What follows belongs to an exercise in optimizing a design on an open flow for small area and a short achievable clock period; a production flow would make more cautious choices. In this exercise RTL edits were held to simulation tests only and were not proved equivalent to the original. Power is estimated from default activity; no workload was simulated.

`design/flow/flow/abc_map.script`:
```
strash
dch -f
map -B 0.9
strash
dch -f
map -B 0.9
topo
stime -c
buffer -c
upsize -c
dnsize -c
```
`design/flow/standard.sh`:
```
#!/bin/bash
# synth_recipe.tcl (not shown) runs the flow's synth.tcl, then flattens the netlist and writes it again
# the make line also repeats each setting of config.mk as NAME=value (left out here)
make -C /OpenROAD-flow-scripts/flow DESIGN_CONFIG=/design/flow/config.mk WORK_HOME=/design/flow/orfs CLKGATE_MAP_FILE= SYNTH_SCRIPT=/design/flow/synth_recipe.tcl "${@:-finish}"
```
`design/flow/constraint.sdc`:
```
create_clock -name core_clock -period 15.0 [get_ports {clk}]
set_input_delay 3.0000 -clock core_clock [delete_from_list [all_inputs] [get_ports {clk}]]
set_output_delay 3.0000 -clock core_clock [all_outputs]
set_load 0.01 [all_outputs]
```
`design/flow/config.mk`:
```
export PLATFORM = sky130hd
export DESIGN_NAME = main
export DESIGN_NICKNAME = main
export VERILOG_FILES = /design/flow/design.v
export SDC_FILE = /design/flow/constraint.sdc
export NUM_CORES = 4
export LEC_CHECK = 0
export CAP_MARGIN = 20
export CORE_MARGIN = 2
export CORE_UTILIZATION = 40
export SLEW_MARGIN = 20
```
`design/flow/design.v`:
```
module main(
    input clk,
    input [19:0] data,
    output reg [7:0] result_Ra,
    output reg [7:0] result_Rb,
    output reg [7:0] result_Rc,
    output reg [7:0] result_Rd,
    output reg [15:0] result_bFloat,
    output reg SF,
    output reg ZF
    );
    reg [15:0] result_mul;
    wire [3:0] op = data[19:16];
    wire [7:0] f1 = data[15:8];
    wire [7:0] f2 = data[7:0];
    wire d_a = f1 == 8'h01, d_b = f1 == 8'h02, d_c = f1 == 8'h04, d_d = f1 == 8'h08;
    wire s_ok = f2 == 8'h01 || f2 == 8'h02 || f2 == 8'h04 || f2 == 8'h08;
    wire d_ok = d_a | d_b | d_c | d_d;
    wire same = f1 == f2;
    wire op_save = op == 4'b0001 || op == 4'b0010;
    wire op_sum  = op == 4'b0011 || op == 4'b0100;
    wire op_sub  = op == 4'b0101 || op == 4'b0110;
    wire op_reg  = op == 4'b0010 || op == 4'b0100 || op == 4'b0110;
    wire op_shr  = op == 4'b1011;
    wire op_shl  = op == 4'b1100;
    wire op_mul  = op == 4'b0111 || op == 4'b1000;
    wire op_bf   = op == 4'b1101;
    wire [7:0] opa = ({8{f1[0]}} & result_Ra) | ({8{f1[1]}} & result_Rb) |
                     ({8{f1[2]}} & result_Rc) | ({8{f1[3]}} & result_Rd);
    wire [7:0] srcv = ({8{f2[0]}} & result_Ra) | ({8{f2[1]}} & result_Rb) |
                      ({8{f2[2]}} & result_Rc) | ({8{f2[3]}} & result_Rd);
    wire [7:0] opb = op[0] ? f2 : srcv;
    wire keep = op_reg & (~s_ok | (same & ~(op == 4'b0100 & d_a)));
    wire [7:0] addsub = opa + (opb ^ {8{op_sub}}) + {7'd0, op_sub};
    wire big = f2[7:3] != 5'd0;
    wire [7:0] shr = big ? 8'd0 : (opa >> f2[2:0]);
    wire [7:0] shl = big ? 8'd0 : (opa << f2[2:0]);
    reg [7:0] alu;
    always @* begin
        if (keep) alu = opa;
        else if (op_save) alu = opb;
        else if (op_shr) alu = shr;
        else if (op_shl) alu = shl;
        else alu = addsub;
    end
    wire alu_wr = (op_save | op_sum | op_sub | op_shr | op_shl) & d_ok;
    wire mul_ld = op_mul & d_ok & (~op[3] | (s_ok & ~same));
    wire [15:0] mul_s, mul_c;
    wire [7:0] pp0 = opa & {8{opb[0]}};
    wire [7:0] pp1 = opa & {8{opb[1]}};
    wire [7:0] pp2 = opa & {8{opb[2]}};
    wire [7:0] pp3 = opa & {8{opb[3]}};
    wire [7:0] pp4 = opa & {8{opb[4]}};
    wire [7:0] pp5 = opa & {8{opb[5]}};
    wire [7:0] pp6 = opa & {8{opb[6]}};
    wire [7:0] pp7 = opa & {8{opb[7]}};
    wire mt1 = pp0[6] ^ pp1[5];
    wire mt2 = pp0[6] & pp1[5];
    wire mt3 = pp0[7] ^ pp1[6] ^ pp2[5];
    wire mt4 = (pp0[7] & pp1[6]) | (pp2[5] & (pp0[7] ^ pp1[6]));
    wire mt5 = pp3[4] ^ pp4[3];
    wire mt6 = pp3[4] & pp4[3];
    wire mt7 = pp1[7] ^ pp2[6] ^ pp3[5];
    wire mt8 = (pp1[7] & pp2[6]) | (pp3[5] & (pp1[7] ^ pp2[6]));
    wire mt9 = pp4[4] ^ pp5[3];
    wire mt10 = pp4[4] & pp5[3];
    wire mt11 = pp2[7] ^ pp3[6] ^ pp4[5];
    wire mt12 = (pp2[7] & pp3[6]) | (pp4[5] & (pp2[7] ^ pp3[6]));
    wire mt13 = pp0[4] ^ pp1[3];
    wire mt14 = pp0[4] & pp1[3];
    wire mt15 = pp0[5] ^ pp1[4] ^ pp2[3];
    wire mt16 = (pp0[5] & pp1[4]) | (pp2[3] & (pp0[5] ^ pp1[4]));
    wire mt17 = pp3[2] ^ pp4[1];
    wire mt18 = pp3[2] & pp4[1];
    wire mt19 = pp2[4] ^ pp3[3] ^ pp4[2];
    wire mt20 = (pp2[4] & pp3[3]) | (pp4[2] & (pp2[4] ^ pp3[3]));
    wire mt21 = pp5[1] ^ pp6[0] ^ mt1;
    wire mt22 = (pp5[1] & pp6[0]) | (mt1 & (pp5[1] ^ pp6[0]));
    wire mt23 = pp5[2] ^ pp6[1] ^ pp7[0];
    wire mt24 = (pp5[2] & pp6[1]) | (pp7[0] & (pp5[2] ^ pp6[1]));
    wire mt25 = mt3 ^ mt5 ^ mt2;
    wire mt26 = (mt3 & mt5) | (mt2 & (mt3 ^ mt5));
    wire mt27 = pp6[2] ^ pp7[1] ^ mt7;
    wire mt28 = (pp6[2] & pp7[1]) | (mt7 & (pp6[2] ^ pp7[1]));
    wire mt29 = mt9 ^ mt4 ^ mt6;
    wire mt30 = (mt9 & mt4) | (mt6 & (mt9 ^ mt4));
    wire mt31 = pp5[4] ^ pp6[3] ^ pp7[2];
    wire mt32 = (pp5[4] & pp6[3]) | (pp7[2] & (pp5[4] ^ pp6[3]));
    wire mt33 = mt11 ^ mt8 ^ mt10;
    wire mt34 = (mt11 & mt8) | (mt10 & (mt11 ^ mt8));
    wire mt35 = pp3[7] ^ pp4[6] ^ pp5[5];
    wire mt36 = (pp3[7] & pp4[6]) | (pp5[5] & (pp3[7] ^ pp4[6]));
    wire mt37 = pp6[4] ^ pp7[3] ^ mt12;
    wire mt38 = (pp6[4] & pp7[3]) | (mt12 & (pp6[4] ^ pp7[3]));
    wire mt39 = pp4[7] ^ pp5[6] ^ pp6[5];
    wire mt40 = (pp4[7] & pp5[6]) | (pp6[5] & (pp4[7] ^ pp5[6]));
    wire mt41 = pp0[3] ^ pp1[2];
    wire mt42 = pp0[3] & pp1[2];
    wire mt43 = pp2[2] ^ pp3[1] ^ pp4[0];
    wire mt44 = (pp2[2] & pp3[1]) | (pp4[0] & (pp2[2] ^ pp3[1]));
    wire mt45 = pp5[0] ^ mt15 ^ mt17;
    wire mt46 = (pp5[0] & mt15) | (mt17 & (pp5[0] ^ mt15));
    wire mt47 = mt19 ^ mt21 ^ mt16;
    wire mt48 = (mt19 & mt21) | (mt16 & (mt19 ^ mt21));
    wire mt49 = mt23 ^ mt25 ^ mt20;
    wire mt50 = (mt23 & mt25) | (mt20 & (mt23 ^ mt25));
    wire mt51 = mt27 ^ mt29 ^ mt24;
    wire mt52 = (mt27 & mt29) | (mt24 & (mt27 ^ mt29));
    wire mt53 = mt31 ^ mt33 ^ mt28;
    wire mt54 = (mt31 & mt33) | (mt28 & (mt31 ^ mt33));
    wire mt55 = mt35 ^ mt37 ^ mt32;
    wire mt56 = (mt35 & mt37) | (mt32 & (mt35 ^ mt37));
    wire mt57 = pp7[4] ^ mt39 ^ mt36;
    wire mt58 = (pp7[4] & mt39) | (mt36 & (pp7[4] ^ mt39));
    wire mt59 = pp5[7] ^ pp6[6] ^ pp7[5];
    wire mt60 = (pp5[7] & pp6[6]) | (pp7[5] & (pp5[7] ^ pp6[6]));
    wire mt61 = pp0[2] ^ pp1[1];
    wire mt62 = pp0[2] & pp1[1];
    wire mt63 = pp2[1] ^ pp3[0] ^ mt41;
    wire mt64 = (pp2[1] & pp3[0]) | (mt41 & (pp2[1] ^ pp3[0]));
    wire mt65 = mt13 ^ mt43 ^ mt42;
    wire mt66 = (mt13 & mt43) | (mt42 & (mt13 ^ mt43));
    wire mt67 = mt14 ^ mt45 ^ mt44;
    wire mt68 = (mt14 & mt45) | (mt44 & (mt14 ^ mt45));
    wire mt69 = mt18 ^ mt47 ^ mt46;
    wire mt70 = (mt18 & mt47) | (mt46 & (mt18 ^ mt47));
    wire mt71 = mt22 ^ mt49 ^ mt48;
    wire mt72 = (mt22 & mt49) | (mt48 & (mt22 ^ mt49));
    wire mt73 = mt26 ^ mt51 ^ mt50;
    wire mt74 = (mt26 & mt51) | (mt50 & (mt26 ^ mt51));
    wire mt75 = mt30 ^ mt53 ^ mt52;
    wire mt76 = (mt30 & mt53) | (mt52 & (mt30 ^ mt53));
    wire mt77 = mt34 ^ mt55 ^ mt54;
    wire mt78 = (mt34 & mt55) | (mt54 & (mt34 ^ mt55));
    wire mt79 = mt38 ^ mt57 ^ mt56;
    wire mt80 = (mt38 & mt57) | (mt56 & (mt38 ^ mt57));
    wire mt81 = mt40 ^ mt59 ^ mt58;
    wire mt82 = (mt40 & mt59) | (mt58 & (mt40 ^ mt59));
    wire mt83 = pp6[7] ^ pp7[6] ^ mt60;
    wire mt84 = (pp6[7] & pp7[6]) | (mt60 & (pp6[7] ^ pp7[6]));
    assign mul_s = {1'b0, pp7[7], mt83, mt81, mt79, mt77, mt75, mt73, mt71, mt69, mt67, mt65, mt63, pp2[0], pp0[1], pp0[0]};
    assign mul_c = {1'b0, mt84, mt82, mt80, mt78, mt76, mt74, mt72, mt70, mt68, mt66, mt64, mt62, mt61, pp1[0], 1'b0};
    wire [15:0] ks_g0 = mul_s & mul_c, ks_p0 = mul_s ^ mul_c;
    wire sg1_1 = ks_g0[1] | (ks_p0[1] & ks_g0[0]);
    wire sp1_1 = ks_p0[1] & ks_p0[0];
    wire sg1_3 = ks_g0[3] | (ks_p0[3] & ks_g0[2]);
    wire sp1_3 = ks_p0[3] & ks_p0[2];
    wire sg1_5 = ks_g0[5] | (ks_p0[5] & ks_g0[4]);
    wire sp1_5 = ks_p0[5] & ks_p0[4];
    wire sg1_7 = ks_g0[7] | (ks_p0[7] & ks_g0[6]);
    wire sp1_7 = ks_p0[7] & ks_p0[6];
    wire sg1_9 = ks_g0[9] | (ks_p0[9] & ks_g0[8]);
    wire sp1_9 = ks_p0[9] & ks_p0[8];
    wire sg1_11 = ks_g0[11] | (ks_p0[11] & ks_g0[10]);
    wire sp1_11 = ks_p0[11] & ks_p0[10];
    wire sg1_13 = ks_g0[13] | (ks_p0[13] & ks_g0[12]);
    wire sp1_13 = ks_p0[13] & ks_p0[12];
    wire sg1_15 = ks_g0[15] | (ks_p0[15] & ks_g0[14]);
    wire sp1_15 = ks_p0[15] & ks_p0[14];
    wire sg2_2 = ks_g0[2] | (ks_p0[2] & sg1_1);
    wire sp2_2 = ks_p0[2] & sp1_1;
    wire sg2_3 = sg1_3 | (sp1_3 & sg1_1);
    wire sp2_3 = sp1_3 & sp1_1;
    wire sg2_6 = ks_g0[6] | (ks_p0[6] & sg1_5);
    wire sp2_6 = ks_p0[6] & sp1_5;
    wire sg2_7 = sg1_7 | (sp1_7 & sg1_5);
    wire sp2_7 = sp1_7 & sp1_5;
    wire sg2_10 = ks_g0[10] | (ks_p0[10] & sg1_9);
    wire sp2_10 = ks_p0[10] & sp1_9;
    wire sg2_11 = sg1_11 | (sp1_11 & sg1_9);
    wire sp2_11 = sp1_11 & sp1_9;
    wire sg2_14 = ks_g0[14] | (ks_p0[14] & sg1_13);
    wire sp2_14 = ks_p0[14] & sp1_13;
    wire sg2_15 = sg1_15 | (sp1_15 & sg1_13);
    wire sp2_15 = sp1_15 & sp1_13;
    wire sg3_4 = ks_g0[4] | (ks_p0[4] & sg2_3);
    wire sp3_4 = ks_p0[4] & sp2_3;
    wire sg3_5 = sg1_5 | (sp1_5 & sg2_3);
    wire sp3_5 = sp1_5 & sp2_3;
    wire sg3_6 = sg2_6 | (sp2_6 & sg2_3);
    wire sp3_6 = sp2_6 & sp2_3;
    wire sg3_7 = sg2_7 | (sp2_7 & sg2_3);
    wire sp3_7 = sp2_7 & sp2_3;
    wire sg3_12 = ks_g0[12] | (ks_p0[12] & sg2_11);
    wire sp3_12 = ks_p0[12] & sp2_11;
    wire sg3_13 = sg1_13 | (sp1_13 & sg2_11);
    wire sp3_13 = sp1_13 & sp2_11;
    wire sg3_14 = sg2_14 | (sp2_14 & sg2_11);
    wire sp3_14 = sp2_14 & sp2_11;
    wire sg3_15 = sg2_15 | (sp2_15 & sg2_11);
    wire sp3_15 = sp2_15 & sp2_11;
    wire sg4_8 = ks_g0[8] | (ks_p0[8] & sg3_7);
    wire sp4_8 = ks_p0[8] & sp3_7;
    wire sg4_9 = sg1_9 | (sp1_9 & sg3_7);
    wire sp4_9 = sp1_9 & sp3_7;
    wire sg4_10 = sg2_10 | (sp2_10 & sg3_7);
    wire sp4_10 = sp2_10 & sp3_7;
    wire sg4_11 = sg2_11 | (sp2_11 & sg3_7);
    wire sp4_11 = sp2_11 & sp3_7;
    wire sg4_12 = sg3_12 | (sp3_12 & sg3_7);
    wire sp4_12 = sp3_12 & sp3_7;
    wire sg4_13 = sg3_13 | (sp3_13 & sg3_7);
    wire sp4_13 = sp3_13 & sp3_7;
    wire sg4_14 = sg3_14 | (sp3_14 & sg3_7);
    wire sp4_14 = sp3_14 & sp3_7;
    wire sg4_15 = sg3_15 | (sp3_15 & sg3_7);
    wire sp4_15 = sp3_15 & sp3_7;
    wire [15:0] prod = ks_p0 ^ {sg4_14, sg4_13, sg4_12, sg4_11, sg4_10, sg4_9, sg4_8, sg3_7, sg3_6, sg3_5, sg3_4, sg2_3, sg2_2, sg1_1, ks_g0[0], 1'b0};
    wire pzero = mul_ld ? (opa == 8'd0 || opb == 8'd0) : (result_mul == 16'd0);
    wire ltA = f2 < 8'd10;
    wire ltB = f2 < 8'd100;
    reg [10:0] uA;                   
    always @* begin
        case (f2[3:0])
        4'd1: uA = 11'd204;
        4'd2: uA = 11'd409;
        4'd3: uA = 11'd614;
        4'd4: uA = 11'd819;
        4'd5: uA = 11'd1024;
        4'd6: uA = 11'd1228;
        4'd7: uA = 11'd1433;
        4'd8: uA = 11'd1638;
        4'd9: uA = 11'd1843;
        default: uA = 11'd0;
        endcase
    end
    wire [1:0] cB = f2[0] ? ((f2 > 8'd75) ? 2'd2 : (f2 > 8'd25) ? 2'd1 : 2'd0)
                          : ((f2 > 8'd50) ? 2'd2 : 2'd1);
    wire [10:0] uB = {f2[6:0], 4'd0} + {2'd0, f2[6:0], 2'd0} + {5'd0, f2[6:1]} - {9'd0, cB};
    wire t1 = f2 >= 8'd105, t2 = f2 >= 8'd125, t3 = f2 >= 8'd146, t4 = f2 >= 8'd167;
    wire t5 = f2 >= 8'd188, t6 = f2 >= 8'd209, t7 = f2 >= 8'd230, t8 = f2 >= 8'd250;
    wire [3:0] nC = {t8, t4 & ~t8, (t2 & ~t4) | (t6 & ~t8),
                     (t1 & ~t2) | (t3 & ~t4) | (t5 & ~t6) | (t7 & ~t8)};
    wire [10:0] uC = {2'd0, f2, 1'b0} + {7'd0, nC} + 11'd4;
    wire [10:0] u = ltA ? uA : ltB ? uB : uC;
    wire [6:0] bf_hi = u[10:4];      
    wire [1:0] zk = u[10] ? 2'd0 : u[9] ? 2'd1 : u[8] ? 2'd2 : 2'd3;
    wire [6:0] zm = u[10] ? u[9:3] : u[9] ? u[8:2] : u[8] ? u[7:1] : u[6:0];
    wire bs = f1[7];
    wire [7:0] mag = bs ? -f1 : f1;
    reg [2:0] e;
    always @* begin
        casez (mag)
        8'b1???????: e = 3'd7;
        8'b01??????: e = 3'd6;
        8'b001?????: e = 3'd5;
        8'b0001????: e = 3'd4;
        8'b00001???: e = 3'd3;
        8'b000001??: e = 3'd2;
        8'b0000001?: e = 3'd1;
        default:     e = 3'd0;
        endcase
    end
    wire [13:0] y = {mag[6:0], bf_hi};
    wire [13:0] ysh = y >> e;
    wire izero = f1 == 8'd0;
    wire bzero = izero & (f2 == 8'd0);
    wire [6:0] bman = bzero ? 7'd0 : izero ? zm : ysh[6:0];
    wire [7:0] bexp = bzero ? 8'd0 : izero ? (8'd126 - {6'd0, zk}) : (8'd127 + {5'd0, e});
    wire p_old = op_mul & ~mul_ld;                  
    wire a_alu = alu_wr & d_a, b_alu = alu_wr & d_b, c_alu = alu_wr & d_c, d_alu = alu_wr & d_d;
    wire a_hold = ~(op_mul | a_alu), d_hold = ~(op_mul | d_alu);
    wire b_hold = ~(op_bf | b_alu), c_hold = ~(op_bf | c_alu);
    wire f_hold = ~(op_mul | op_bf | alu_wr);
    wire [7:0] ra_next = ({8{mul_ld}} & prod[7:0]) | ({8{p_old}} & result_mul[7:0]) |
                         ({8{a_alu}} & alu) | ({8{a_hold}} & result_Ra);
    wire [7:0] rd_next = ({8{mul_ld}} & prod[15:8]) | ({8{p_old}} & result_mul[15:8]) |
                         ({8{d_alu}} & alu) | ({8{d_hold}} & result_Rd);
    wire [7:0] rb_next = ({8{op_bf}} & {bs, bman}) | ({8{b_alu}} & alu) | ({8{b_hold}} & result_Rb);
    wire [7:0] rc_next = ({8{op_bf}} & bexp) | ({8{c_alu}} & alu) | ({8{c_hold}} & result_Rc);
    wire sf_next = (mul_ld & prod[15]) | (p_old & result_mul[15]) | (op_bf & bs) |
                   (alu_wr & alu[7]) | (f_hold & SF);
    wire zf_next = (op_mul & pzero) | (op_bf & bzero) | (alu_wr & (alu == 8'd0)) | (f_hold & ZF);
    always @(posedge clk) begin
        if (mul_ld) result_mul <= prod;
        result_Ra <= ra_next;
        result_Rd <= rd_next;
        result_Rb <= rb_next;
        result_Rc <= rc_next;
        SF <= sf_next;
        ZF <= zf_next;
        if (op_bf) result_bFloat <= {bs, bexp, bman};
    end
endmodule
```
`design/flow/flow/run.sh`:
```
#!/bin/bash
# Own layout flow: the standard ORFS flow (standard.sh) with these changes:
#  - synthesis leaves the adders to ABC instead of extracting full/half adder cells, and
#    ABC maps with flow/abc_map.script (area-recovering mapping under a delay target).
#    Only the ABC step differs from synth_recipe.tcl: the registers are mapped before it.
#  - the port buffers are buf_1 cells instead of the slow clkdlybuf4s50_1 (the resizer
#    then sizes them as it does any cell);
#  - repair_timing aims for 8.7 ns of setup slack, so it sizes up the critical paths.
set -euo pipefail
W=$PWD
mkdir -p "$W/own"
sed "s#^  log_cmd abc {\*}\$abc_args#  log_cmd abc -script $W/flow/abc_map.script {*}[lrange \$abc_args 2 end]#" \
  "$FLOW_HOME/scripts/synth.tcl" > "$W/own/synth_own.tcl"
grep -q "abc_map.script" "$W/own/synth_own.tcl"
sed "s#source \$::env(SCRIPTS_DIR)/synth.tcl#source $W/own/synth_own.tcl#" \
  "$W/synth_recipe.tcl" > "$W/own/synth_recipe_own.tcl"
grep -q "synth_own.tcl" "$W/own/synth_recipe_own.tcl"
bash standard.sh SYNTH_SCRIPT="$W/own/synth_recipe_own.tcl" ADDER_MAP_FILE= ABC_AREA=1 SETUP_SLACK_MARGIN=8.7 CTS_BUF_LIST=sky130_fd_sc_hd__clkbuf_8 \
  "BUFFER_PORTS_ARGS=-buffer_cell sky130_fd_sc_hd__buf_1" finish > standard_flow.log 2>&1
```
==> flow_summary_export.csv, run 1 <==
group,metric,value,unit
status,status,"finished clean",
power,intPower,649.0,µW
worst_setup_path,cp_max_fo,15,
die,dieArea,24100,µm²
worst_setup_path,start_kind,"primary input",
global_route,grt_use_total,26.86,%
power,p_per_area,149.2,nW/µm²
place,gp_congestion,0.9935,
yosys,netlist_area,9151,µm²
die,coreArea,22570,µm²
route,drt-vias-per-instance,5.577,
global_route,grt_pass1_wl,52.07,mm
final_layout,stdcell_area,9937,µm²
yosys,synthTopCellsByArea,"nand2_1 (28%), edfxtp_1 (9.8%), nand3_1 (9.6%)",
timing,fin_crit_sh,40.03,%
global_route,grt_start_max_net_pins,35,
timing,timing.final.crit_period,6.004,ns
place,dp_hpwl,26.05,mm
yosys,synth_common_cells,"nand2_1 (672), nand3_1 (175), inv_1 (170)",
worst_setup_path,critPathCapture,"result_bFloat[9]$_DFFE_PP_",
power,clkPwrFrac,11.5,%
die,initial_utilization,40.54,%
timing,hold_violations,0,
route,wl,33.09,mm
worst_setup_path,worst-endpoint-arrival,6.06,ns
worst_setup_path,r2r_slack,11.49,ns
worst_setup_path,r2r_end,"result_Rb[4]$_DFF_P_",
die,io_pins,71,
worst_setup_path,rr_worst_depth,20,
yosys,synth.most_common_cell,"nand2_1",
yosys,yosys.cell_types.count,62,
power,switching_share,56.24,%
power,power_leakage,0.004997,µW
route,dr_total_vias,11121,
power,share_comb_of_total_power,70.9,%
power,power.net_switching,834.1,µW
clock_network,cts_tree,"built",
timing,setup_slack,8.996,ns
timing,hold_slack,0.4955,ns
yosys,syn_nets,1666,
die,die_width,155.3,µm
route,drt_iter0_drc,1077,
clock_network,clock_latency,0.34,ns
timing,setup_tns,0,ns
final_layout,seqCellArea,1582,µm²
final_layout,fin_nets,1725,
worst_setup_path,cp-startpoint,"data[8]",
clock_network,htree_levels,3,
yosys,ys_async_sr_fraction,0,%
worst_setup_path,crit_chain,"clkbuf_2, nor2_2, inv_2, nor2_1, inv_1, nor2_1, inv_2, o21ai_2, xor2_1, inv_1, nor2_1, inv_1, nor2_2, nand2_2, o21ai_2, nor2_1, nand2_1, nor2_1, nor3_1, a31oi_1",
job,maxCapViolations,0,
clock_network,numCtsBuffers,9,
route,avgRoutedWirePerCell,16.59,µm
yosys,ys_seq_area_share,17.28,%
yosys,synth_top_area_cell,"nand2_1",
worst_setup_path,slowest_delay,0.49,ns
power,share_seq_of_total_power,17.6,%
global_route,grt_pass1_vias,10000,
worst_setup_path,cp.required,15.05,ns
final_layout,layout-drive-gt1-share,11.41,%
timing,max_freq,166.6,MHz
yosys,synth_flop_cell,"dfxtp_1",
timing,worst_pin_slew,1.163,ns
timing,rsz0062_at_grt,"no",
timing,maxSlewViolCount,0,
timing,finalSetupViolations,0,
place,placed_area,9510,µm²
yosys,synth.avg_cell_area,5.563,µm²
worst_setup_path,worstSetupEndpointType,"flip-flop",
clock_network,cts_root_buf,"clkbuf_8",
clock_network,cts_num_sinks,64,
yosys,ys.warnings.count,1,
power,peakVddDrop,0.1242,mV
yosys,synth-seq-cells,64,
final_layout,area_growth,8.586,%
final_layout,fin_util,44.02,%
worst_setup_path,slowest_stage,"o21ai_2",
yosys,synth_top_area_share,27.56,%
worst_setup_path,r2r_start,"result_Ra[0]$_DFF_P_",
clock_network,cts-hold-fix-buffers,0,
final_layout,fillers,2519,
place,pre_cts_slack,7.879,ns
clock_network,clkTransAtPathRegs,0.08,ns
global_route,overflow,0,
yosys,synth_edf_count,30,
route,ant_nets,0,
yosys,synthCells,1645,
worst_hold_path,min-delay-path-class,"reg -> reg",
timing,finClkSkew,0.01497,ns
route,first_pass_iters,6,
place,place.port_buffers,70,
die,fp-row-count,55,
timing,slew_headroom,21.61,%
clock_network,clock_path_buffers,2,
final_layout,multi_input_area,6556,µm²
final_layout,antenna-diode-count,0,
route,drc,0,
worst_setup_path,cp_common_cell,"nor2_1",
die,die_h,155.3,µm
global_route,antenna_found_initial,0,
worst_setup_path,crit_type,"in -> reg",
==> how the worst min path moves through the flow <==
stage          slack [ns]              endpoint                     start  depth (start not counted)
5_1_grt              0.52  result_Rd[4]$_DFF_P_  result_mul[12]$_DFFE_PP_                          2
2_1_floorplan        0.45  result_Rd[4]$_DFF_P_  result_mul[12]$_DFFE_PP_                          2
3_3_place_gp         0.49  result_Rd[4]$_DFF_P_  result_mul[12]$_DFFE_PP_                          2
4_1_cts              0.50  result_Ra[7]$_DFF_P_   result_mul[7]$_DFFE_PP_                          2
3_5_place_dp         0.49  result_Ra[7]$_DFF_P_   result_mul[7]$_DFFE_PP_                          2
6_report             0.50  result_Ra[7]$_DFF_P_   result_mul[7]$_DFFE_PP_                          2
==> metal layers <==
layer	vias to the layer above	wire [µm]	global-route usage (%)
li1	5471	-	-
met1	5024	14230	35.56
met2	527	14630	43.83
met3	99	2869	4.708
met4	0	1359	10.09
met5	-	0	0
==> flip-flops by register name (all words and copies together) (netlist names) <==
register,count
SF,1
ZF,1
result_Ra,8
result_Rb,8
result_Rc,8
result_Rd,8
result_bFloat,14
result_mul,16
==> layout make-up <==
cell class,instances,area share (%)
inverter,205,7.958
sequential,64,15.92
timing repair inverter,1,0.05037
tap,285,3.589
multi-input combinational,1335,65.98
clock buffer,9,1.247
clock inverter,7,1.007
timing repair buffer,88,4.256
==> timing repair <==
action | 4_1_cts | 5_1_grt
buffers inserted | 0 | 12
cloned | 0 | 1
endpoints found under the setup margin | 42 | 53
pin swaps | 0 | 1
gates resized for setup | 4 | 35
==> layout by cell type, fill, tap and decap left out, types with 23 or more instances in the layout <==
| cell | synthesis | final |
|---|---|---|
| inv_2 | 31 | 30 |
| nand3_1 | 175 | 175 |
| nand2_1 | 672 | 670 |
| nor2_1 | 102 | 101 |
| o21ai_0 | 55 | 55 |
| nand2_2 | 41 | 40 |
| nand4_1 | 23 | 23 |
| dfxtp_1 | 34 | 34 |
| inv_1 | 170 | 165 |
| edfxtp_1 | 30 | 30 |
| a21oi_1 | 50 | 48 |
| buf_1 | 0 | 60 |
==> cell families (layout without fill, tap and decap cells) <==
group           count (synthesis)  after routing  share of synthesized area [%]
buf+inv                       246            310                          11.87
xor+xnor                       32             32                          3.145
simple gates                 1101           1101                          54.09
compound gates                202            202                          13.62
flops                          64             64                          17.28
==> power by group through the flow <==
stage | combinational [µW] | sequential [µW] | clock, µW
6_report | 1050 | 261 | 170
5_1_grt | 1180 | 261 | 179
4_1_cts | 1020 | 259 | 172
3_5_place_dp | 1020 | 262 | 0
3_3_place_gp | 1000 | 263 | 0
2_1_floorplan | 778 | 259 | 0
==> worst max-delay path: cells and delay by family <==
family	cells	cell delay (ns)
xor+xnor	1	0.20
simple gates	10	1.53
compound gates	3	0.74
buf+inv	6	0.57
==> metrics by stage <==
stage          power [µW]  std cells
2_1_floorplan        1037       1645
3_3_place_gp         1268       1965
3_5_place_dp         1283       1965
4_1_cts              1455       1981
5_1_grt              1623       1994
6_report             1483       1994
==> run 2: changes to the inputs <==
==> design/flow/flow/abc_map.script (replaced) <==
strash
dch -f
map -B 0.9
strash
dch -f
map -B 0.9
strash
dch -f
map -B 0.9
topo
stime -c
buffer -c
upsize -c
dnsize -c
==> flow_summary_export.csv, run 2 <==
group,metric,value,unit
yosys,synth-seq-cells,64,
die,fp-row-count,54,
final_layout,fillers,2405,
die,coreArea,21960,µm²
yosys,synthMuxAreaShare,0.1114,%
final_layout,layout_common_cells,"nand2_1 (650), nand3_1 (163), inv_1 (157)",
route,ant_nets,0,
clock_network,cts_tree,"built",
yosys,synth_compound_area_share,14.55,%
yosys,netlist_area,8984,µm²
clock_network,numCtsBuffers,9,
clock_network,cts_root_buf,"clkbuf_8",
final_layout,layout-drive-gt1-share,10.98,%
job,maxCapViolations,0,
final_layout,fin_nets,1674,
final_layout,top_register,"result_mul",
clock_network,cts-hold-fix-buffers,0,
final_layout,area_growth,8.426,%
timing,timing.final.crit_period,5.980,ns
worst_setup_path,rr_worst_depth,20,
yosys,synth_top_family_by_area,"simple AND/OR/NAND/NOR gates",
timing,finClkSkew,0.01951,ns
global_route,grt_pass1_vias,9591,
status,status,"finished clean",
route,drc,0,
worst_setup_path,worst-endpoint-arrival,6.09,ns
yosys,synth_flop_cell,"dfxtp_1",
timing,setup_tns,0,ns
global_route,antenna_found_initial,0,
yosys,synth_edf_count,30,
route,drt_iter0_drc,1042,
timing,worst_pin_slew,0.8571,ns
timing,rsz0062_at_grt,"yes",
timing,hold_violations,0,
place,placed_area,9358,µm²
clock_network,clock_path_buffers,2,
timing,max_freq,167.2,MHz
route,dr_total_vias,10654,
yosys,synth_top_area_cell,"nand2_1",
route,first_pass_iters,5,
clock_network,clock_latency,0.36,ns
worst_setup_path,worstSetupEndpointType,"flip-flop",
worst_setup_path,crit_type,"in -> reg",
final_layout,seqCellArea,1582,µm²
worst_setup_path,start_kind,"primary input",
final_layout,largest_register_ffs,16,
final_layout,multi_input_area,6496,µm²
global_route,grt_start_max_net_pins,31,
global_route,overflow,0,
timing,maxSlewViolCount,0,
die,dieArea,23670,µm²
route,wl,32.74,mm
yosys,ys_seq_area_share,17.60,%
yosys,synth_top_area_share,27.28,%
yosys,ys.warnings.count,1,
worst_setup_path,cp_max_fo,13,
global_route,grt_use_total,27.08,%
power,peakVddDrop,0.1728,mV
final_layout,reg_top3,"result_mul: 16 flops, result_bFloat: 14 flops",
yosys,synth_common_cells,"nand2_1 (653), nand3_1 (165), inv_1 (159)",
die,io_pins,71,
worst_hold_path,min-delay-path-class,"reg -> reg",
final_layout,antenna-diode-count,0,
yosys,synth.most_common_cell,"nand2_1",
yosys,yosys.cell_types.count,66,
place,place.port_buffers,70,
yosys,synthAdderAreaFrac,0.1114,%
die,die_width,153.9,µm
timing,finalSetupViolations,0,
power,power_leakage,0.004830,µW
yosys,synth.avg_cell_area,5.622,µm²
power,p_per_area,146.1,nW/µm²
timing,slew_headroom,42.25,%
yosys,synth-xor-area-share,3.663,%
place,dp_hpwl,25.83,mm
route,drt-vias-per-instance,5.497,
clock_network,clkTransAtPathRegs,0.09,ns
die,die_h,153.9,µm
route,avgRoutedWirePerCell,16.90,µm
final_layout,final_common_cell,"nand2_1",
global_route,grt_pass1_wl,51.50,mm
yosys,synthSimpleGateAreaFrac,52.83,%
clock_network,htree_levels,3,
worst_hold_path,hold_depth,2,
final_layout,stdcell_area,9741,µm²
yosys,ys_async_sr_fraction,0,%
yosys,syn_nets,1619,
yosys,synthCells,1598,
yosys,synthTopCellsByArea,"nand2_1 (27%), edfxtp_1 (10%), nand3_1 (9.2%)",
die,initial_utilization,40.91,%
timing,fin_crit_sh,39.87,%
place,gp_congestion,0.9314,
worst_setup_path,cp.required,15.11,ns
clock_network,cts_num_sinks,64,
final_layout,fin_util,44.36,%
[run 2: metal layers]
layer	vias up	part of all wire, %	GRT usage (%)
met1	4812	44	36.43
met3	55	7.1	3.495
li1	5347	-	-
met5	-	0	0
met4	0	2.8	8.322
met2	440	46	45.30
[run 2: final cells by class]
class | instances | share of cell area (%)
repair buffers | 84 | 4.380
well taps | 280 | 3.597
inverters | 187 | 7.270
repair inverters | 1 | 0.05138
flip-flops and latches | 64 | 16.24
multi-input cells | 1306 | 66.69
clock inverters | 7 | 0.5010
clock buffers | 9 | 1.272
[run 2: logic make-up after synthesis]
group	count (synthesis)
XOR/XNOR	35
AO/OA/AOI/OAI	208
flip-flops	64
buffers and inverters	228
multiplexers	1
AND/OR/NAND/NOR	1061
adder cells (fa/ha/maj)	1
[run 2: stage by stage]
step | instances | setup WS [ns] | hold WS (ns) | total power (µW)
3_3_place_gp | 1914 | 7.941 | 0.4949 | 1248
5_1_grt | 1938 | 8.697 | 0.5335 | 1571
3_5_place_dp | 1914 | 7.992 | 0.5038 | 1257
4_1_cts | 1930 | 8.743 | 0.5060 | 1394
2_1_floorplan | 1598 | 9.518 | 0.4460 | 1029
6_report | 1938 | 9.020 | 0.5138 | 1423
[run 2: where the power goes]
group / switching [µW] / internal, µW
clock: 74.1 / 59.5
sequential: 31.6 / 228
combinational: 698 / 332
[run 2: worst paths after layout]
kind         slack, ns                       end               startpoint
max               9.02  result_mul[14]$_DFFE_PP_                 data[11]
min               0.51      result_Ra[2]$_DFF_P_  result_mul[2]$_DFFE_PP_
min reg2reg       0.51      result_Ra[2]$_DFF_P_  result_mul[2]$_DFFE_PP_
max reg2reg      11.56  result_mul[14]$_DFFE_PP_     result_Rc[7]$_DFF_P_
[run 2: worst max-delay path, stage by stage]
cell	delay [ns]
buf_2	0.31
nand2_1	0.09
nand2_1	0.12
nor2_4	0.05
buf_12	0.14
inv_2	0.18
nand3_1	0.14
inv_1	0.10
nand2_1	0.08
nand3_1	0.13
nand3_1	0.13
nand3_1	0.15
nand2_1	0.11
xnor2_2	0.35
xor2_2	0.31
inv_1	0.07
nor2_1	0.19
nand3_1	0.15
nand3_1	0.11
nand2_1	0.06
and2_1	0.14
[run 2: what timing repair did]
action	CTS	global route
buffers inserted	0	7
resized for setup	5	42
cloned	0	1
setup endpoints to repair	15	45
pin swaps	0	4
==> run 3: changes to the inputs <==
==> design/flow/flow/abc_map.script (replaced) <==
strash
dch -f
map -B 0.7
strash
dch -f
map -B 0.7
strash
dch -f
map -B 0.7
topo
stime -c
buffer -c
upsize -c
dnsize -c
==> flow_summary_export.csv, run 3 <==
group,metric,value,unit
die,fp-row-count,53,
place,placed_area,9030,µm²
final_layout,seqCellArea,1582,µm²
timing,rsz0062_at_grt,"yes",
worst_hold_path,min-delay-path-class,"reg -> reg",
clock_network,cts-hold-fix-buffers,0,
timing,fin_crit_sh,40.57,%
route,dr_total_vias,10948,
timing,slew_headroom,34.23,%
worst_setup_path,crit_type,"in -> reg",
die,coreArea,21020,µm²
final_layout,area_growth,11.99,%
yosys,yosys.cell_types.count,56,
yosys,netlist_area,8568,µm²
die,dieArea,22610,µm²
die,initial_utilization,40.76,%
yosys,synth.avg_cell_area,5.437,µm²
final_layout,layout_common_cells,"nand2_1 (633), nand3_1 (188), inv_1 (154)",
route,avgRoutedWirePerCell,17.22,µm
die,die_width,150.4,µm
power,p_per_area,144.1,nW/µm²
worst_setup_path,slowest_stage,"nor2_2",
place,dp.cells,1890,
final_layout,layout-drive-gt1-share,8.106,%
worst_setup_path,cp_max_fo,15,
global_route,grt_pass1_vias,9584,
yosys,synth_top_area_cell,"nand2_1",
final_layout,reg_top3,"result_mul: 16 flops, result_bFloat: 14 flops",
yosys,synthCells,1576,
timing,finalSetupViolations,0,
place,place.port_buffers,70,
clock_network,clock_latency,0.34,ns
power,peakVddDrop,0.1327,mV
yosys,synth.most_common_cell,"nand2_1",
yosys,synth-seq-cells,64,
yosys,synth_flop_cell,"dfxtp_1",
timing,finClkSkew,0.01236,ns
route,wl,33.21,mm
route,highest_layer,"met4",
final_layout,stdcell_area,9595,µm²
yosys,synth_top_area_share,28.04,%
yosys,synth_edf_count,30,
route,route.met3.wl,2.991,mm
clock_network,cts_root_buf,"clkbuf_8",
route,first_pass_iters,5,
worst_setup_path,cp_common_cell,"nand2_1",
global_route,grt_start_max_net_pins,33,
worst_setup_path,slowest_delay,0.29,ns
timing,maxSlewViolCount,0,
place,gp_congestion,0.9798,
global_route,grt_pass1_wl,51.07,mm
worst_setup_path,cp.required,15.20,ns
global_route,antenna_found_initial,0,
global_route,grt_use_total,28.57,%
job,maxCapViolations,0,
clock_network,numCtsBuffers,9,
timing,worst_pin_slew,0.9762,ns
timing,setup_tns,0,ns
final_layout,fin_cells,1928,
die,io_pins,71,
timing,hold_violations,0,
yosys,synth_common_cells,"nand2_1 (640), nand3_1 (192), inv_1 (161)",
status,status,"finished clean",
clock_network,clock_path_buffers,2,
timing,setup_slack,8.914,ns
global_route,overflow,0,
timing,timing.final.crit_period,6.086,ns
final_layout,top_register,"result_mul",
route,drt-vias-per-instance,5.678,
yosys,syn_nets,1597,
place,pre_cts_slack,7.646,ns
timing,max_freq,164.3,MHz
worst_setup_path,r2r_slack,11.41,ns
power,power_leakage,0.004756,µW
route,drt_iter0_drc,1348,
clock_network,cts_num_sinks,64,
final_layout,antenna-diode-count,0,
yosys,ys_seq_area_share,18.46,%
worst_setup_path,start_kind,"primary input",
worst_setup_path,worst-endpoint-arrival,6.29,ns
final_layout,multi_input_area,6246,µm²
final_layout,fin_nets,1669,
clock_network,cts_tree,"built",
yosys,ys_async_sr_fraction,0,%
yosys,ys.warnings.count,1,
final_layout,largest_register_ffs,16,
route,drc,0,
clock_network,htree_levels,3,
timing,hold_slack,0.5256,ns
route,met2_wirelength,14.78,mm
worst_setup_path,worstSetupEndpointType,"flip-flop",
route,ant_nets,0,
place,dp_hpwl,25.53,mm
die,die_h,150.4,µm
worst_setup_path,crit_family,"simple AND/OR/NAND/NOR gates",
route,drt-met1-wl,14.31,mm
yosys,synthTopCellsByArea,"nand2_1 (28%), nand3_1 (11%), edfxtp_1 (11%)",
worst_setup_path,worst-path-buf-inv,7,
final_layout,fillers,2351,
clock_network,clkTransAtPathRegs,0.07,ns
final_layout,final_common_cell,"nand2_1",
[run 3: changes by cell type after synthesis, sizes merged, moves of 10 or more]
cell | previous run | this run
buf | 35 | 25
inv | 187 | 175
nand2 | 682 | 650
nand3 | 181 | 195
nand4 | 29 | 45
nor2 | 120 | 101
[run 3: metrics by stage]
step	utilization (%)	total power, µW
floorplan	-	950.5
CTS	44.09	1334
detailed placement	42.96	1179
finish	45.65	1382
global placement	42.96	1165
global route	45.65	1513
[run 3: timing repair]
| action | 4_1_cts | 5_1_grt |
|---|---|---|
| gates resized for setup | 11 | 52 |
| pin swaps | 2 | 5 |
| buffers inserted | 3 | 18 |
| gates cloned | 0 | 1 |
| endpoints found under the hold margin | 0 | 0 |
| setup endpoints to repair | 41 | 47 |
[run 3: path summary, 6_finish.rpt]
check,start,to,cells past startpoint
max,data[2],result_bFloat[2]$_DFFE_PP_,25
min,result_mul[1]$_DFFE_PP_,result_Ra[1]$_DFF_P_,2
max reg2reg,result_Rb[1]$_DFF_P_,ZF$_DFF_P_,19
min reg2reg,result_mul[1]$_DFFE_PP_,result_Ra[1]$_DFF_P_,2
[run 3: routing by layer]
metal,global-route usage [%],up-vias
met1,39.38,4933
met2,45.80,528
met4,10.09,0
li1,-,5396
met5,0,-
met3,3.606,91
[run 3: power breakdown]
group,switching (µW),internal [µW],total (µW)
clock network,71.4,76.8,148
registers,31.4,227,258
logic,663,313,976
total,766,617,1380
[run 3: kinds of logic after synthesis]
| family | share of synthesized area (%) |
|---|---|
| compound gates | 16.92 |
| xor+xnor | 2.745 |
| buf+inv | 10.18 |
| flops | 18.46 |
| simple gates | 51.69 |
[run 3: layout make-up]
| type | count | share of cell area, % |
|---|---|---|
| multi-input combinational | 1296 | 65.09 |
| sequential | 64 | 16.48 |
| inverter | 178 | 7.172 |
| timing repair buffer | 99 | 5.646 |
| tap | 275 | 3.586 |
| clock buffer | 9 | 1.291 |
| clock inverter | 7 | 0.7302 |
[run 3: tightest hold or removal path: cells and delay by family (launching register included)]
kind,cells,cell delay [ns]
DFF,1,0.36
and+or+nand+nor,2,0.14
==> run 4: changes to the inputs <==
==> design/flow/flow/abc_map.script (replaced) <==
strash
dch -f
map -B 0.5
strash
dch -f
map -B 0.5
strash
dch -f
map -B 0.5
topo
stime -c
buffer -c
upsize -c
dnsize -c
==> flow_summary_export.csv, run 4 <==
group,metric,value,unit
timing,max_freq,165.3,MHz
route,drt-vias-per-instance,5.721,
worst_setup_path,crit_family,"simple AND/OR/NAND/NOR gates",
yosys,synthAdderAreaFrac,0,%
timing,setup_tns,0,ns
die,coreArea,21760,µm²
status,status,"finished clean",
final_layout,largest_register_ffs,16,
clock_network,clkTransAtPathRegs,0.07,ns
route,first_pass_iters,6,
route,dr_total_vias,10968,
yosys,synth.most_common_cell,"nand2_1",
timing,finalSetupViolations,0,
power,power.net_switching,795.9,µW
yosys,synth_common_cells,"nand2_1 (595), nand3_1 (167), inv_1 (151)",
timing,finClkSkew,0.01042,ns
timing,rsz0062_at_grt,"no",
die,dieArea,23340,µm²
worst_setup_path,worst-path-buf-inv,2,
die,die_h,152.8,µm
power,p_per_area,145.5,nW/µm²
job,maxCapViolations,0,
yosys,synthTopCellsByArea,"nand2_1 (25%), edfxtp_1 (10%), nand3_1 (9.4%)",
yosys,synth_top_area_cell,"nand2_1",
worst_setup_path,slowest_delay,0.41,ns
yosys,ys_async_sr_fraction,0,%
yosys,syn_nets,1586,
yosys,synth_flop_cell,"dfxtp_1",
power,intPower,618.9,µW
worst_setup_path,worst-endpoint-arrival,6.34,ns
global_route,grt_start_max_net_pins,34,
yosys,synth-seq-cells,64,
final_layout,reg_top3,"result_mul: 16 flops, result_bFloat: 14 flops",
final_layout,fillers,2400,
place,dp_hpwl,26.03,mm
clock_network,cts_tree,"built",
power,fin_total_pwr,1415,µW
global_route,antenna_found_initial,0,
place,gp_congestion,0.9524,
yosys,netlist_area,8855,µm²
clock_network,cts_root_buf,"clkbuf_8",
clock_network,cts_num_sinks,64,
worst_setup_path,cp_common_cell,"nand2_1",
worst_setup_path,crit_chain,"buf_2, nand2_1, nand4_1, inv_1, nor2_2, a21oi_1, nand3b_1, nand2_1, nand3_1, nand2_1, nand2_2, nand2_1, nand2_1, nand2_1, nand3_1, nand3_1, a21oi_1, o21ai_1, o21ai_1, nor3_1, nand3_1, nand2_1",
timing,fin_crit_sh,40.34,%
timing,maxSlewViolCount,0,
final_layout,fin_util,44.71,%
worst_setup_path,start_kind,"primary input",
final_layout,antenna-diode-count,0,
power,power_leakage,0.004663,µW
global_route,grt_use_total,27.65,%
yosys,ys.warnings.count,1,
worst_setup_path,slowest_stage,"nor2_2",
power,switching_share,56.25,%
global_route,grt_pass1_vias,9660,
timing,slew_headroom,20.63,%
global_route,overflow,0,
yosys,synth_top_family_by_area,"simple AND/OR/NAND/NOR gates",
place,place.port_buffers,70,
final_layout,top_register,"result_mul",
route,drt_iter0_drc,1230,
final_layout,fin_nets,1653,
worst_hold_path,min-delay-path-class,"reg -> reg",
timing,hold_violations,0,
route,drc,0,
clock_network,clock_latency,0.35,ns
die,die_width,152.8,µm
yosys,synth.avg_cell_area,5.658,µm²
yosys,yosys.cell_types.count,64,
power,clkPwrFrac,10.1,%
yosys,synth_edf_count,30,
clock_network,clock_path_buffers,2,
clock_network,htree_levels,3,
yosys,synthMuxAreaShare,0,%
timing,timing.final.crit_period,6.050,ns
route,wl,33.09,mm
power,share_seq_of_total_power,18.3,%
final_layout,final_common_cell,"nand2_1",
final_layout,area_growth,9.849,%
worst_setup_path,crit_type,"in -> reg",
power,share_comb_of_total_power,71.6,%
yosys,synth_compound_area_share,17.56,%
global_route,grt_pass1_wl,52.50,mm
die,fp-row-count,54,
yosys,synthCells,1565,
route,avgRoutedWirePerCell,17.26,µm
yosys,synth_top_area_share,25.22,%
yosys,ys_seq_area_share,17.86,%
power,peakVddDrop,0.1127,mV
die,io_pins,71,
yosys,synth-xor-area-share,3.250,%
timing,worst_pin_slew,1.181,ns
die,initial_utilization,40.70,%
worst_setup_path,worstSetupEndpointType,"flip-flop",
clock_network,cts-hold-fix-buffers,0,
worst_setup_path,cp_max_fo,14,
final_layout,layout_common_cells,"nand2_1 (593), nand3_1 (167), inv_1 (151)",
final_layout,layout-drive-gt1-share,9.285,%
clock_network,numCtsBuffers,9,
route,ant_nets,0,
yosys,synthSimpleGateAreaFrac,50.98,%
worst_setup_path,cp.required,15.29,ns
==> run 4: layout make-up <==
cell class                      count  area, µm²  area share [%]
Multi-Input combinational cell   1287       6425           66.05
Sequential cell                    64       1582           16.26
Inverter                          172      658.1           6.766
Timing Repair Buffer               97      519.2           5.338
Tap cell                          280      350.3           3.602
Clock buffer                        9      123.9           1.273
Clock inverter                      7      63.81          0.6560
Timing Repair inverter              1      5.005         0.05145
==> run 4: worst register-to-register path: stages (launching register included) <==
cell and delay (ns):
dfxtp_1 0.48, nand2_1 0.09, nand4_1 0.29, inv_1 0.22, nor2_2 0.41, a21oi_1 0.12, nand3b_1 0.24, nand2_1 0.08
nand3_1 0.10, nand2_1 0.10, nand2_2 0.07, nand2_1 0.06, nand2_1 0.07, nand2_1 0.07, nand3_1 0.08, nand3_1 0.10
a21oi_1 0.09, o21ai_1 0.18, o21ai_1 0.30, nor3_1 0.26, nand3_1 0.09, nand2_1 0.08
==> run 4: stage by stage <==
| stage | setup WS [ns] | std cells | hold WS, ns | area [µm²] |
|---|---|---|---|---|
| detailed placement | 7.540 | 1880 | 0.4943 | 9256 |
| global route | 8.689 | 1917 | 0.5560 | 9727 |
| global placement | 7.656 | 1880 | 0.4894 | 9256 |
| CTS | 8.704 | 1902 | 0.5156 | 9513 |
| floorplan | 9.478 | 1565 | 0.4646 | 8855 |
| finish | 8.950 | 1917 | 0.5160 | 9727 |
==> run 4: layer usage <==
metal	global-route usage (%)	share of wire, %	vias to the layer above
met3	3.299	9.0	75
met4	7.937	2.9	0
li1	-	-	5385
met5	0	0	-
met2	44.78	45	532
met1	38.74	43	4976
==> run 4: kinds of logic after synthesis <==
family	after synthesis
AND/OR/NAND/NOR	1011
AO/OA/AOI/OAI	244
buffers and inverters	214
XOR/XNOR	32
flip-flops	64
==> run 4: path summary, 6_finish.rpt <==
check,startpoint,end,slack [ns],depth (start not counted)
hold / removal,result_mul[2]$_DFFE_PP_,result_Ra[2]$_DFF_P_,0.52,2
setup / recovery,data[10],ZF$_DFF_P_,8.95,22
setup reg to reg,result_Ra[0]$_DFF_P_,ZF$_DFF_P_,11.37,21
hold reg to reg,result_mul[2]$_DFFE_PP_,result_Ra[2]$_DFF_P_,0.52,2
==> run 4: power by group through the flow <==
stage | Clock, µW | Combinational, µW | Sequential [µW]
CTS | 144 | 974 | 257
global placement | 0 | 948 | 261
floorplan | 0 | 723 | 256
finish | 143 | 1010 | 259
global route | 151 | 1130 | 260
detailed placement | 0 | 963 | 261
==> run 4: timing repair <==
action                                  CTS  global route
endpoints found under the setup margin   34            47
setup buffers                             6            14
endpoints found under the hold margin     0             0
gates resized for setup                  10            37
pin swaps                                 3             4
cloned                                    0             1

-- port drivers added, routing unchanged --
No port has a modelled driver above. Below, the same layouts with a new extraction and two added sets of constraints.
Step 1 (the two cells are an assumption about what drives the block):
set clk [get_ports {clk}]
set_driving_cell -lib_cell sky130_fd_sc_hd__clkbuf_16 $clk
set_driving_cell -lib_cell sky130_fd_sc_hd__buf_2 [delete_from_list [all_inputs] $clk]
Step 2 adds t to the input delays and takes it off the output delays; t is the mean of the earliest and latest rising clock arrival at the registers after step 1. Input paths then give back, and output paths get back, about the clock's delay inside the block.
a / b / c = ideal / step 1 / step 2; a / b = the first two.
| run | t, ns | setup WS [ns] | clock arrival spread, ns |
|---|---|---|---|
| run 1 | 0.370 | 8.996 / 8.999 / 8.629 | 0.015 / 0.015 |
| run 2 | 0.385 | 9.020 / 9.034 / 8.649 | 0.020 / 0.019 |
| run 3 | 0.368 | 8.914 / 8.925 / 8.556 | 0.013 / 0.013 |
| run 4 | 0.376 | 8.950 / 8.934 / 8.558 | 0.010 / 0.010 |
After both steps every run listed still meets setup and hold. The setup slack of run 4, which loses most, moves by -0.016 ns with the drivers and by -0.392 ns with both steps.
